This is an optimization exercise on Yosys and OpenROAD, whose aim is small area, not a production implementation. The RTL was checked by simulation tests, not by an equivalence proof against the original design. No driver is modelled on the clock port, so clocking that relies on it looks cheaper here than on a real chip. Power and IR drop assume default switching activity.

[flow/config.mk]
export PLATFORM = sky130hd
export DESIGN_NAME = ld19_rx_top
export DESIGN_NICKNAME = ld19_rx_top
export VERILOG_FILES = /design/flow/design.v
export SDC_FILE = /design/flow/constraint.sdc
export NUM_CORES = 4
export LEC_CHECK = 0
export CAP_MARGIN = 20
export CORE_AREA = 2.3 2.7 67.7 67.3
export DIE_AREA = 0 0 70 70
export GPL_TIMING_DRIVEN = 0
export SLEW_MARGIN = 20
[flow/constraint.sdc]
create_clock -name core_clock -period 10.0 [get_ports {sysclk}]
set_input_delay 2.0000 -clock core_clock [delete_from_list [all_inputs] [get_ports {sysclk}]]
set_output_delay 2.0000 -clock core_clock [all_outputs]
set_load 0.01 [all_outputs]
[flow/design.v]
`timescale 1ns / 1ps
module ld19_rx_top( uart_rx, sysclk, rst, led, led0_r, led0_g, led0_b );
    input uart_rx;
    input sysclk;
    input rst;
    output [1:0] led;
    output led0_r;
    output led0_g;
    output led0_b;
    reg [4:0] ph;
    reg [4:0] tm;
    reg       mm;
    wire run  = (ph[2]) | (ph[4]) | (ph[0] & ph[1]);
    wire isinit = (!ph[0] & !ph[1] & !ph[2] & !ph[4]);
    wire waitlow = (!ph[0] & ph[1] & !ph[2] & !ph[4]) | (ph[0] & !ph[1] & !ph[2] & !ph[4]);
    wire h20  = (ph[0] & ph[1] & ph[2] & ph[3] & ph[4]);
    wire h19  = (!ph[0] & ph[1] & ph[2] & ph[3] & ph[4]);
    wire tick = (tm[0] & tm[1] & tm[2] & tm[4]);
    wire tev  = (tm[0] & tm[2] & tm[3]);
    wire ev   = h19 && tev;
    wire samp = tick && ((ph[0] & !ph[3]) | (ph[0] & !ph[2] & ph[4]) | (ph[0] & ph[2] & !ph[4]));
    wire expb = (!ph[1] & ph[4]);
    always @(posedge sysclk) begin
        tm <= (!run || tick) ? 5'd22 : {tm[3:0], ~(tm[4] ^ tm[2])};
        if (rst)
            ph <= 5'd8;
        else if (isinit) begin
            if (uart_rx) ph <= ph + 1'b1;
        end else if (waitlow) begin
            if (!uart_rx) ph <= ph + 1'b1;
        end else if (tick)
            ph <= h20 ? 5'd10 : ph + 1'b1;
        if (!run)
            mm <= 1'b0;
        else if (samp && (uart_rx != expb))
            mm <= 1'b1;
    end
    reg [8:0] pb;
    reg [2:0] pk;
    reg [2:0] se;
    reg       tog;
    wire       pb0  = !pb[0] & !pb[1] & !pb[2] & !pb[3] & !pb[4] & !pb[5] & !pb[6] & !pb[7];
    wire       pend = pb[0] & pb[1] & pb[2] & !pb[3] & !pb[6] & pb[7] & pb[8];
    wire [8:0] pbn  = {pb[7:0], ~(pb[8] ^ pb[4])};
    wire       pk5  = pk[2] & pk[0];
    wire       pk6  = pk[2] & pk[1];
    wire [2:0] pkn  = pk6 ? 3'd0 : pk + 1'b1;
    wire [2:0] sen  = {se[1:0], ~se[2]};
    wire [1:0] lvl  = {se[2], se[2] ? ~se[1] : se[0]};
    always @(posedge sysclk) begin
        if (rst) begin
            pb <= 9'd0;
            pk <= 3'd0;
            se <= 3'd0;
            tog <= 1'b0;
        end else if (ev) begin
            if (pk6 || pend) pb <= 9'd0; else pb <= pbn;
            if (pk6 || pk5 || pend) pk <= pkn;
            if (pk6) se <= 3'd0; else if (pb0 && mm && !pk5) se <= sen;
            if (pk6) tog <= ~tog;
        end
    end
    assign led = pk6 ? lvl : 2'b00;
    assign led0_r = tog;
    assign led0_g = 1'b1;
    assign led0_b = 1'b1;
endmodule
[flow/flow/run.sh]
#!/bin/bash
# Own layout flow: the standard flow (standard.sh) with these changes:
#  - synthesis: the same ORFS synthesis script (my_synth.tcl wraps it like
#    synth_recipe.tcl), but ABC maps with several area-oriented scripts
#    (abc_scripts.txt) and the smallest result is kept; yosys's full-adder
#    extraction is skipped (ADDER_MAP_FILE empty);
#  - port buffers use the smallest buffer cell;
#  - the clock is distributed by a single clock buffer (clkbuf.tcl, run
#    before CTS) instead of a two-level tree.
# Each tool's full output is in orfs/logs/sky130hd/ld19_rx_top/base/; make's own
# output is in standard.log.
W=$(pwd)
export MY_ABC_SCRIPTS=$W/flow/abc_scripts.txt
bash standard.sh \
  SYNTH_SCRIPT=$W/flow/my_synth.tcl \
  ADDER_MAP_FILE= \
  SYNTH_INSBUF=0 \
  "BUFFER_PORTS_ARGS=-buffer_cell sky130_fd_sc_hd__buf_1" \
  PRE_CTS_TCL=$W/flow/clkbuf.tcl \
  "CTS_ARGS=-sink_clustering_enable -repair_clock_nets -clk_nets sysclk" \
  finish > standard.log 2>&1
[flow/flow/abc_scripts.txt]
strash; &get -n; &fraig -x; &put; scorr; dc2; strash; &get -n; &dch -f; &nf -R 1000; &put
strash; dch; map -a; topo
strash; dc2; strash; dch -f; map -a; mfs2; strash; dch -f; map -a; topo
strash; ifraig; scorr; dc2; strash; dch -f; amap; topo
strash; balance; rewrite; refactor; balance; rewrite; rewrite -z; balance; refactor -z; rewrite -z; balance; dch -f; map -a; topo
strash; balance; rewrite; refactor; balance; rewrite; rewrite -z; balance; refactor -z; rewrite -z; balance; balance; resub -K 6; rewrite; resub -K 6 -N 2; refactor; resub -K 8; balance; resub -K 8 -N 2; rewrite; resub -K 10; rewrite -z; resub -K 10 -N 2; balance; resub -K 12; refactor -z; resub -K 12 -N 2; rewrite -z; balance; &get -n; &dch -f; &nf -R 1000; &put
strash; balance; resub -K 6; rewrite; resub -K 6 -N 2; refactor; resub -K 8; balance; resub -K 8 -N 2; rewrite; resub -K 10; rewrite -z; resub -K 10 -N 2; balance; resub -K 12; refactor -z; resub -K 12 -N 2; rewrite -z; balance; balance; resub -K 6; rewrite; resub -K 6 -N 2; refactor; resub -K 8; balance; resub -K 8 -N 2; rewrite; resub -K 10; rewrite -z; resub -K 10 -N 2; balance; resub -K 12; refactor -z; resub -K 12 -N 2; rewrite -z; balance; dch -f; map -a; topo
strash; &get -n; &deepsyn -J 20 -S 0; &put; &get -n; &dch -f; &nf -R 1000; &put
strash; &get -n; &deepsyn -J 50 -S 0; &put; &get -n; &dch -f; &nf -R 1000; &put
strash; &get -n; &deepsyn -J 20 -S 3; &put; &get -n; &dch -f; &nf -R 1000; &put
strash; &get -n; &deepsyn -J 50 -S 3; &put; &get -n; &dch -f; &nf -R 1000; &put
strash; &get -n; &deepsyn -J 20 -S 5; &put; &get -n; &dch -f; &nf -R 1000; &put
strash; &get -n; &deepsyn -J 50 -S 5; &put; &get -n; &dch -f; &nf -R 1000; &put
strash; &get -n; &deepsyn -J 20 -S 0; &put; &get -n; &nf -R 1000; &put
strash; &get -n; &deepsyn -J 50 -S 0; &put; &get -n; &nf -R 1000; &put
strash; &get -n; &deepsyn -J 20 -S 3; &put; &get -n; &nf -R 1000; &put
strash; &get -n; &deepsyn -J 50 -S 3; &put; &get -n; &nf -R 1000; &put
strash; &get -n; &deepsyn -J 20 -S 5; &put; &get -n; &nf -R 1000; &put
strash; &get -n; &deepsyn -J 50 -S 5; &put; &get -n; &nf -R 1000; &put
strash; &get -n; &deepsyn -J 100 -S 0; &put; &get -n; &dch -f; &nf -R 1000; &put; mfs3 -ae
strash; &get -n; &deepsyn -J 20 -S 0; &put; &get -n; &dch -f; &nf -R 1000; &put; mfs3 -ae
strash; &get -n; &deepsyn -J 100 -S 14; &put; &get -n; &dch -f; &nf -R 1000; &put; mfs3 -ae
strash; &get -n; &deepsyn -J 20 -S 14; &put; &get -n; &dch -f; &nf -R 1000; &put; mfs3 -ae
strash; &get -n; &deepsyn -J 100 -S 3; &put; &get -n; &dch -f; &nf -R 1000; &put; mfs3 -ae
strash; &get -n; &deepsyn -J 20 -S 3; &put; &get -n; &dch -f; &nf -R 1000; &put; mfs3 -ae
strash; &get -n; &deepsyn -J 100 -S 5; &put; &get -n; &dch -f; &nf -R 1000; &put; mfs3 -ae
strash; &get -n; &deepsyn -J 20 -S 5; &put; &get -n; &dch -f; &nf -R 1000; &put; mfs3 -ae
strash; &get -n; &deepsyn -J 100 -S 10; &put; &get -n; &dch -f; &nf -R 1000; &put; mfs3 -ae
strash; &get -n; &deepsyn -J 100 -S 20; &put; &get -n; &dch -f; &nf -R 1000; &put; mfs3 -ae
strash; &get -n; &deepsyn -J 100 -S 23; &put; &get -n; &dch -f; &nf -R 1000; &put; mfs3 -ae
strash; &get -n; &deepsyn -J 100 -S 30; &put; &get -n; &dch -f; &nf -R 1000; &put; mfs3 -ae
strash; &get -n; &deepsyn -J 100 -S 35; &put; &get -n; &dch -f; &nf -R 1000; &put; mfs3 -ae
strash; &get -n; &deepsyn -J 100 -S 37; &put; &get -n; &dch -f; &nf -R 1000; &put; mfs3 -ae
strash; &get -n; &deepsyn -J 100 -S 38; &put; &get -n; &dch -f; &nf -R 1000; &put; mfs3 -ae
strash; &get -n; &deepsyn -J 100 -S 39; &put; &get -n; &dch -f; &nf -R 1000; &put; mfs3 -ae
strash; &get -n; &deepsyn -J 100 -S 46; &put; &get -n; &dch -f; &nf -R 1000; &put; mfs3 -ae
strash; &get -n; &deepsyn -J 100 -S 50; &put; &get -n; &dch -f; &nf -R 1000; &put; mfs3 -ae
strash; &get -n; &deepsyn -J 100 -S 60; &put; &get -n; &dch -f; &nf -R 1000; &put; mfs3 -ae
strash; &get -n; &deepsyn -J 100 -S 70; &put; &get -n; &dch -f; &nf -R 1000; &put; mfs3 -ae
strash; &get -n; &deepsyn -J 100 -S 80; &put; &get -n; &dch -f; &nf -R 1000; &put; mfs3 -ae
strash; &get -n; &deepsyn -J 100 -S 90; &put; &get -n; &dch -f; &nf -R 1000; &put; mfs3 -ae
[flow/flow/clkbuf.tcl]
# PRE_CTS hook: drive every clock sink from one clock buffer (buf_12), placed at the
# sinks' centroid (detailed placement in cts.tcl legalizes it). The clock
# port then feeds only this buffer, and clock_tree_synthesis (run with
# -clk_nets sysclk) finds no further net to build a tree on.
set block [ord::get_db_block]
set db [ord::get_db]
set clk [$block findNet sysclk]
set master [$db findMaster sky130_fd_sc_hd__buf_12]
set newnet [odb::dbNet_create $block clknet_root]
$newnet setSigType CLOCK
set inst [odb::dbInst_create $block $master clkbuf_root]
set sx 0; set sy 0; set n 0
foreach it [$clk getITerms] {
  set i [$it getInst]
  set bb [$i getBBox]
  incr sx [expr {([$bb xMin]+[$bb xMax])/2}]
  incr sy [expr {([$bb yMin]+[$bb yMax])/2}]
  incr n
  $it disconnect
  $it connect $newnet
}
$inst setLocation [expr {$sx/$n}] [expr {$sy/$n}]
$inst setPlacementStatus PLACED
[$inst findITerm A] connect $clk
[$inst findITerm X] connect $newnet
puts "clkbuf.tcl: one clock buffer (buf_12) drives $n sinks"
[flow/flow/my_synth.tcl]
# The standard synthesis (synth_recipe.tcl), except that ABC's technology
# mapping tries several area-oriented scripts and keeps the smallest result.
proc synth {args} { yosys synth -nofsm -noshare {*}$args }
proc abc {args} {
  set i [lsearch -exact $args -script]
  if {$i >= 0} { set args [lreplace $args $i [expr {$i+1}]] }
  set i [lsearch -exact $args -D]
  if {$i >= 0} { set args [lreplace $args $i [expr {$i+1}]] }
  set lib [lindex $args [expr {[lsearch -exact $args -liberty] + 1}]]
  # one ABC script per line of abc_scripts.txt, passed inline ("+...",
  # with commas standing for blanks)
  set f [open $::env(MY_ABC_SCRIPTS) r]
  set scripts {}
  foreach line [split [read $f] "\n"] {
    set line [string trim $line]
    if {$line ne ""} { lappend scripts "+[string map {{ } ,} $line]" }
  }
  close $f
  yosys design -save preabc
  set best ""
  set besta 1e99
  foreach s $scripts {
    yosys design -load preabc
    if {[catch {yosys abc -script $s {*}$args} err]} { puts "ABC script $s failed"; continue }
    yosys opt_clean
    yosys tee -q -o $::env(RESULTS_DIR)/abc_try.txt stat -liberty $lib
    set f [open $::env(RESULTS_DIR)/abc_try.txt r]; set t [read $f]; close $f
    if {[regexp {Chip area for module [^:]*: ([0-9.]+)} $t -> a]} {
      puts "ABC script $s: area $a"
      if {$a < $besta} { set besta $a; set best $s; yosys design -save bestabc }
    }
  }
  puts "ABC best script $best: area $besta"
  yosys design -load bestabc
}
source $::env(SCRIPTS_DIR)/synth.tcl
# left out here: clear keep_hierarchy, flatten, clean up, hide names made inside functions, write 1_2_yosys.v
[flow/standard.sh]
#!/bin/bash
# synth_recipe.tcl (not shown) runs the flow's synth.tcl, then flattens the netlist and writes it again
# the make line also repeats each setting of config.mk as NAME=value (left out here)
make -C /OpenROAD-flow-scripts/flow DESIGN_CONFIG=/design/flow/config.mk WORK_HOME=/design/flow/orfs CLKGATE_MAP_FILE= SYNTH_SCRIPT=/design/flow/synth_recipe.tcl "${@:-finish}"
==> results of run 1 <==
[layout make-up]
type                       instances  area (um2)
buffer                             1        20.0
fill                             436        2980
inverter                           3        11.3
multi-input combinational         79         458
sequential                        27         541
tap                               50        62.6
timing repair buffer               5        18.8
[cell families (layout without fill, tap and decap cells)]
logic type                Yosys count  count (layout)  synth area share (%)
AOI/OAI and AO/OA                  27              27                  19.4
xor gates and xnor gates            5               5                  4.35
other                               1               2                 0.373
and+or+nand+nor                    45              45                  21.0
DFF                                27              27                  53.7
buffers and inverters               3               9                  1.12
[report_power, final]
| group | internal, mW | switching [mW] | leakage (nW) |
|---|---|---|---|
| Sequential | 0.109 | 0.00124 | 0.218 |
| Clock | 0.0163 | 0.0260 | 0.00940 |
| Combinational | 0.00210 | 0.00427 | 0.156 |
| Total | 0.127 | 0.0315 | 0.384 |
[synth_stat cells, types with 2 or more instances]
master | n | area [um2]
a22o_1 | 11 | 96.3
nor4_1 | 2 | 12.5
dfxtp_1 | 27 | 541
a31oi_1 | 2 | 12.5
o21ai_0 | 2 | 10.0
nor2_1 | 14 | 52.6
and2_0 | 2 | 12.5
or2_0 | 3 | 18.8
nand3_1 | 3 | 15.0
a211oi_1 | 2 | 15.0
a21oi_1 | 7 | 35.0
xnor2_1 | 3 | 26.3
and3_1 | 2 | 12.5
nor3_1 | 8 | 40.0
xor2_1 | 2 | 17.5
clkinv_1 | 3 | 11.3
nand2_1 | 9 | 33.8
[flip-flops by register name, indices dropped and copies added, names as in the netlist]
signal  count
se          3
tm          5
ph          5
pk          3
pb          9
mm          1
tog         1
[metal layers]
metal  global-route usage, %  wire (um)  up-vias
li1                        -          -      399
met1                    9.26        857      355
met2                    13.5        864        7
met3                   0.433         38        0
met4                   0.427          0        0
met5                       0          0        -
[stage by stage]
step                total power, mW  area, um2  setup WS [ps]  instances
floorplan                     0.117       1010           6940        109
global placement              0.119       1090           6500        164
detailed placement            0.119       1090           6470        164
CTS                           0.152       1110           6460        165
global route                  0.166       1110           6420        165
finish                        0.159       1110           6590        165
[final timing paths]
kind	startpoint	endpoint	slack [ps]	cells after the start
hold / removal	tm[1]	tm[2]	470	1
hold reg to reg	tm[1]	tm[2]	470	1
setup reg to reg	ph[4]	se[1]	7400	9
setup / recovery	rst	pb[8]	6590	4
==> qor.yml, run 1 <==
min_period_ps: 3410
status: "complete, no violations"
final.setup_skew_ps: 3.25
synth_edf_count: 0
hold_slack_ps: 465
cp.buffers_inverters: 1
initial_utilization_pct: 24.6
p_per_area_nw_per_um2: 143
first_global_vias: 743
first_iter_violations: 59
wirelength_um: 1760
dp_hpwl_um: 1350
arrival_ps: 3490
antenna_cells: 0
crit_path_top_delay_cell: "nor3_1"
fin_crit_sh_pct: 34.1
cp_top_family: "simple AND/OR/NAND/NOR gates"
synth_cell_types: 23
worstPathRequired_ps: 10080
grt_usage_pct: 7.15
critPathMaxStageDelay_ps: 720
syn_area_per_cell_um2: 9.31
synthesis.area_um2: 1010
hold_buffers: 0
cp-start-kind: "input pin"
p_leak_nw: 0.384
yosysWarnings: 1
clock_latency_ps: 130
dr.pass1.iters: 4
hold_path_class: "flop to flop"
grt_max_degree: 28
via_per_inst: 4.61
path_clk_slew_ps: 100
hold_viol_final: 0
gp_congestion: 0.785
grt_pass1_wl_um: 3150
drc: 0
final_net_count: 120
coreArea_um2: 4090
ioPinCount: 8
drv_slew: 0
die-height_um: 70
rsz0062_at_grt: "false"
maxSlewHeadroom_pct: 43.6
rows: 23
areaGrowthSynthToFinish_pct: 10.4
syn_inst: 108
endpoint_kind: "flop"
numPortBuffers: 5
seq_area_frac_synth_pct: 53.7
peakVddDrop_mv: 0.0746
crit_path_max_fanout: 9
max_freq_ghz: 0.293
maxCapViolCount: 0
ant_nets: 0
wl_per_cell_um: 10.7
finalSetupViolations: 0
tightest_slew_ps: 840
post_cts_buffers: 0
vias: 761
antenna_found_initial: 0
die_w_um: 70
worst-setup-path-type: "input pin to flop"
tns_ps: 0
ys_ff_latch: 27
synth_ff_type: "dfxtp_1"
path_cells: "buf_1 -> or2_0 -> nor3_1 -> a22o_1"
die-area_um2: 4900
async_reset_ff_share_pct: 0
final_common_cell: "dfxtp_1"
gr-total-overflow: 0
layout_common_cells: "dfxtp_1, nor2_1, a22o_1"
final_layout_size_suffix_gt1_share_pct: 0.870
cts.repair.resized: 0
postLayoutCoreUtil_pct: 27.2
==> run 2, diff against run 1 <==
--- a/flow/design.v
+++ b/flow/design.v
@@ -9,19 +9,18 @@
     output led0_b;
-    reg [4:0] ph;
-    reg [4:0] tm;
+    reg [3:0] ph;
+    reg [5:0] tm;
     reg       mm;
-    wire run  = (ph[2]) | (ph[4]) | (ph[0] & ph[1]);
-    wire isinit = (!ph[0] & !ph[1] & !ph[2] & !ph[4]);
-    wire waitlow = (!ph[0] & ph[1] & !ph[2] & !ph[4]) | (ph[0] & !ph[1] & !ph[2] & !ph[4]);
-    wire h20  = (ph[0] & ph[1] & ph[2] & ph[3] & ph[4]);
-    wire h19  = (!ph[0] & ph[1] & ph[2] & ph[3] & ph[4]);
-    wire tick = (tm[0] & tm[1] & tm[2] & tm[4]);
-    wire tev  = (tm[0] & tm[2] & tm[3]);
-    wire ev   = h19 && tev;
-    wire samp = tick && ((ph[0] & !ph[3]) | (ph[0] & !ph[2] & ph[4]) | (ph[0] & ph[2] & !ph[4]));
-    wire expb = (!ph[1] & ph[4]);
+    wire run  = (ph[2]) | (ph[3]);
+    wire isinit = (!ph[1] & !ph[2] & !ph[3]);
+    wire waitlow = (ph[1] & !ph[2] & !ph[3]);
+    wire b10  = (ph[1] & ph[2] & ph[3]);
+    wire tick = (!tm[0] & tm[1] & !tm[2] & !tm[3] & tm[4] & tm[5]);
+    wire tev  = (tm[0] & tm[1] & !tm[2] & !tm[3] & !tm[4] & !tm[5]);
+    wire ev   = b10 && tev;
+    wire samp = tick && ((!ph[2] & ph[3]) | (!ph[0] & !ph[1] & ph[3]) | (ph[0] & ph[2] & !ph[3]) | (ph[1] & ph[2] & !ph[3]));
+    wire expb = (ph[0] & ph[1]) | (ph[0] & !ph[2]);
     always @(posedge sysclk) begin
-        tm <= (!run || tick) ? 5'd22 : {tm[3:0], ~(tm[4] ^ tm[2])};
+        tm <= !run ? 6'd11 : tick ? 6'd1 : {tm[4:0], ~(tm[5] ^ tm[4])};
         if (rst)
-            ph <= 5'd8;
+            ph <= 4'd1;
         else if (isinit) begin
@@ -31,3 +30,3 @@
         end else if (tick)
-            ph <= h20 ? 5'd10 : ph + 1'b1;
+            ph <= b10 ? 4'd3 : ph + 1'b1;
         if (!run)
==> flow/flow/my_synth.tcl (replaced) <==
# The standard synthesis (synth_recipe.tcl), except that ABC's technology
# mapping tries several area-oriented scripts and keeps the smallest result.
proc synth {args} { yosys synth -nofsm -noshare {*}$args }
proc abc {args} {
  set i [lsearch -exact $args -script]
  if {$i >= 0} { set args [lreplace $args $i [expr {$i+1}]] }
  set i [lsearch -exact $args -D]
  if {$i >= 0} { set args [lreplace $args $i [expr {$i+1}]] }
  set lib [lindex $args [expr {[lsearch -exact $args -liberty] + 1}]]
  set xargs ""
  for {set i 0} {$i < [llength $args]} {incr i} {
    if {[lindex $args $i] eq "-dont_use"} { append xargs " -X [lindex $args [expr {$i+1}]]" }
  }
  # one ABC script per line of abc_scripts.txt
  set f [open $::env(MY_ABC_SCRIPTS) r]
  set scripts {}
  foreach line [split [read $f] "\n"] {
    set line [string trim $line]
    if {$line ne ""} { lappend scripts $line }
  }
  close $f
  set blif $::env(RESULTS_DIR)/abc_in.blif
  yosys design -save preabc
  yosys abc -script "+write_blif,$blif;,strash;,map" {*}$args
  yosys design -load preabc
  set abcexe [file join [file dirname $::env(YOSYS_EXE)] yosys-abc]
  set best ""
  set besta 1e99
  foreach s $scripts {
    if {[catch {exec $abcexe -c "read_lib -w$xargs $lib; read_blif $blif; $s; topo; print_stats"} out]} {
      puts "ABC script failed: $s"
      continue
    }
    if {[regexp {area =([0-9.]+)} $out -> a]} {
      puts "ABC script area $a: $s"
      if {$a < $besta} { set besta $a; set best $s }
    }
  }
  puts "ABC best script (area $besta): $best"
  if {$best eq ""} {
    yosys abc -script $::env(SCRIPTS_DIR)/abc_speed.script {*}$args
  } else {
    yosys abc -script "+[string map {{ } ,} $best]" {*}$args
  }
}
source $::env(SCRIPTS_DIR)/synth.tcl
# left out here: clear keep_hierarchy, flatten, clean up, hide names made inside functions, write 1_2_yosys.v
==> run 2 against run 1 <==
Net effect:
- utilization fell by 0.31 points
- power up 30%
- final cell count decreased by 3.0%
- register-to-register slack improved by 520 ps
- sequential share of layout area rose by 0.55 points
- critical path depth rose by 1
- critical path type unchanged
- still clean on timing, DRC and antenna
- worst setup slack improved by 210 ps
- combinational power rose to 5.2 times the previous value
- sequential power increased by 19%
- first-iteration DRC count is 85% lower
- clock skew is essentially flat
==> qor.yml, run 2 <==
status: "complete, no violations"
yosysWarnings: 1
min_period_ps: 3200
drc: 0
synthTopCellsByCount: "dfxtp_1, nor2_1, a22o_1, a21oi_1, o21ai_0"
dr.pass1.iters: 4
maxSlewHeadroom_pct: 54.7
peakVddDrop_mv: 0.0856
vias: 763
r2r-start: "tm[2]"
fin_crit_sh_pct: 32.0
post_cts_buffers: 0
final_common_cell: "dfxtp_1"
tightest_slew_ps: 676
final_layout_size_suffix_gt1_share_pct: 0.909
die_w_um: 70
fillerInstances: 448
grt_max_degree: 28
areaGrowthSynthToFinish_pct: 10.6
grt_pass1_wl_um: 2990
numPortBuffers: 5
die-height_um: 70
max_freq_ghz: 0.313
rows: 23
synth_cell_types: 25
seq_area_frac_synth_pct: 54.4
async_reset_ff_share_pct: 0
critical_path.startpoint: "rst"
gp_congestion: 0.808
gr-total-overflow: 0
crit_path_max_fanout: 7
synthesis.area_um2: 993
dp_hpwl_um: 1250
coreArea_um2: 4090
ioPinCount: 8
p_leak_nw: 0.402
wl_per_cell_um: 10.6
ant_nets: 0
register_area_um2: 541
yosysMostFrequentCell: "dfxtp_1"
synth_ff_type: "dfxtp_1"
synth_edf_count: 0
ys_ff_latch: 27
endpoint_kind: "flop"
netlist.area_leader.share_pct: 54.4
synth.top_cells.by_area: "dfxtp_1, a22o_1, nor2_1"
final_net_count: 115
arrival_ps: 3280
layout_common_cells: "dfxtp_1, nor2_1, a22o_1"
cts.repair.resized: 0
wirelength_um: 1690
grt_usage_pct: 6.81
min_from: "tm[2]"
reg_top3: "pb: 9 flops, tm: 6 flops, ph: 4 flops"
hold_buffers: 0
syn_area_per_cell_um2: 9.65
first_global_vias: 693
antenna_found_initial: 0
path_clk_slew_ps: 100
syn_inst: 103
initial_utilization_pct: 24.3
antenna_cells: 0
cp-start-kind: "input pin"
multi_input_area_um2: 453
clock_latency_ps: 130
hold_path_class: "flop to flop"
worst-setup-path-type: "input pin to flop"
synth_top_cell_by_area: "dfxtp_1"
largest_reg_flops: 9
largest-register: "pb"
finalSetupViolations: 0
rsz0062_at_grt: "false"
via_per_inst: 4.77
final.setup_skew_ps: 2.93
drv_slew: 0
tns_ps: 0
worstPathRequired_ps: 10080
die-area_um2: 4900
maxCapViolCount: 0
hold_viol_final: 0
first_iter_violations: 9
hold_slack_ps: 465
p_per_area_nw_per_um2: 188
## run 2: final cells by class
type	instances	share of cell area (%)
multi-input cells	76	41.2
inverters	1	0.342
repair buffers	5	1.71
well taps	50	5.69
plain buffers	1	1.82
flip-flops and latches	27	49.2
## run 2: worst paths after layout
kind,cells past startpoint,slack [ps],to
setup reg to reg,6,7920,pb[6]
hold reg to reg,1,470,tm[3]
setup / recovery,5,6800,pb[6]
hold / removal,1,470,tm[3]
## run 2: cell families (layout without fill, tap and decap cells)
kind of cell | after synthesis | in the layout | synth area share, %
and+or+nand+nor | 40 | 40 | 20.8
AOI/OAI and AO/OA | 32 | 32 | 22.3
DFF | 27 | 27 | 54.4
xor gates and xnor gates | 2 | 2 | 1.76
other | 1 | 2 | 0.377
buffers and inverters | 1 | 7 | 0.377
## run 2: stage by stage
stage	utilization [%]	instance area [um2]	power [mW]	std cells	worst slack (ps)
detailed placement	26.4	1080	0.167	159	6660
finish	26.9	1100	0.207	160	6800
floorplan	-	997	0.158	104	6930
global placement	26.4	1080	0.164	159	6680
global route	26.9	1100	0.219	160	6630
CTS	26.9	1100	0.200	160	6660
## run 2: critical path: stages
cell and delay, ps:
buf_1 140, a21oi_1 230, and2_0 280, nor2b_1 440
a22o_1 200
## run 2: layer usage
layer	vias up	wire, um	GRT usage (%)
met3	2	36	0.433
met4	0	29	0.855
met1	363	876	9.43
met2	7	746	12.0
met5	-	0	0
li1	391	-	-
## run 2: where the power goes
part | internal, mW | switching (mW)
clock network | 0.0163 | 0.0261
logic | 0.0145 | 0.0189
registers | 0.120 | 0.0110

-- static timing again, ports no longer ideal --
Ports are ideal in the flow. The routed layouts listed here were re-timed in OpenROAD. Step 1: set_driving_cell puts a clkbuf_16 on sysclk and a buf_2 on each other input, an assumption about the parent block. Step 2 adds t to the input delays and takes it off the output delays; t is the mean of the earliest and latest rising clock arrival at the registers after step 1. Input paths then give back, and output paths get back, about the clock's delay inside the block. a / b / c = ideal ports / drivers / drivers and shift; a / b = the first two.
run | shift t [ns] | setup WS [ns] | worst data-port slew with drivers (ns) | pins driven straight from the clock port
run 1 | 0.163 | 6.591 / 6.600 / 6.437 | 0.03 | 1
run 2 | 0.165 | 6.804 / 6.817 / 6.653 | 0.04 | 1
After both steps every run listed still meets setup and hold. For run 1, which loses most, drivers alone change the setup slack by +0.009 ns; drivers and shift together by -0.154 ns.
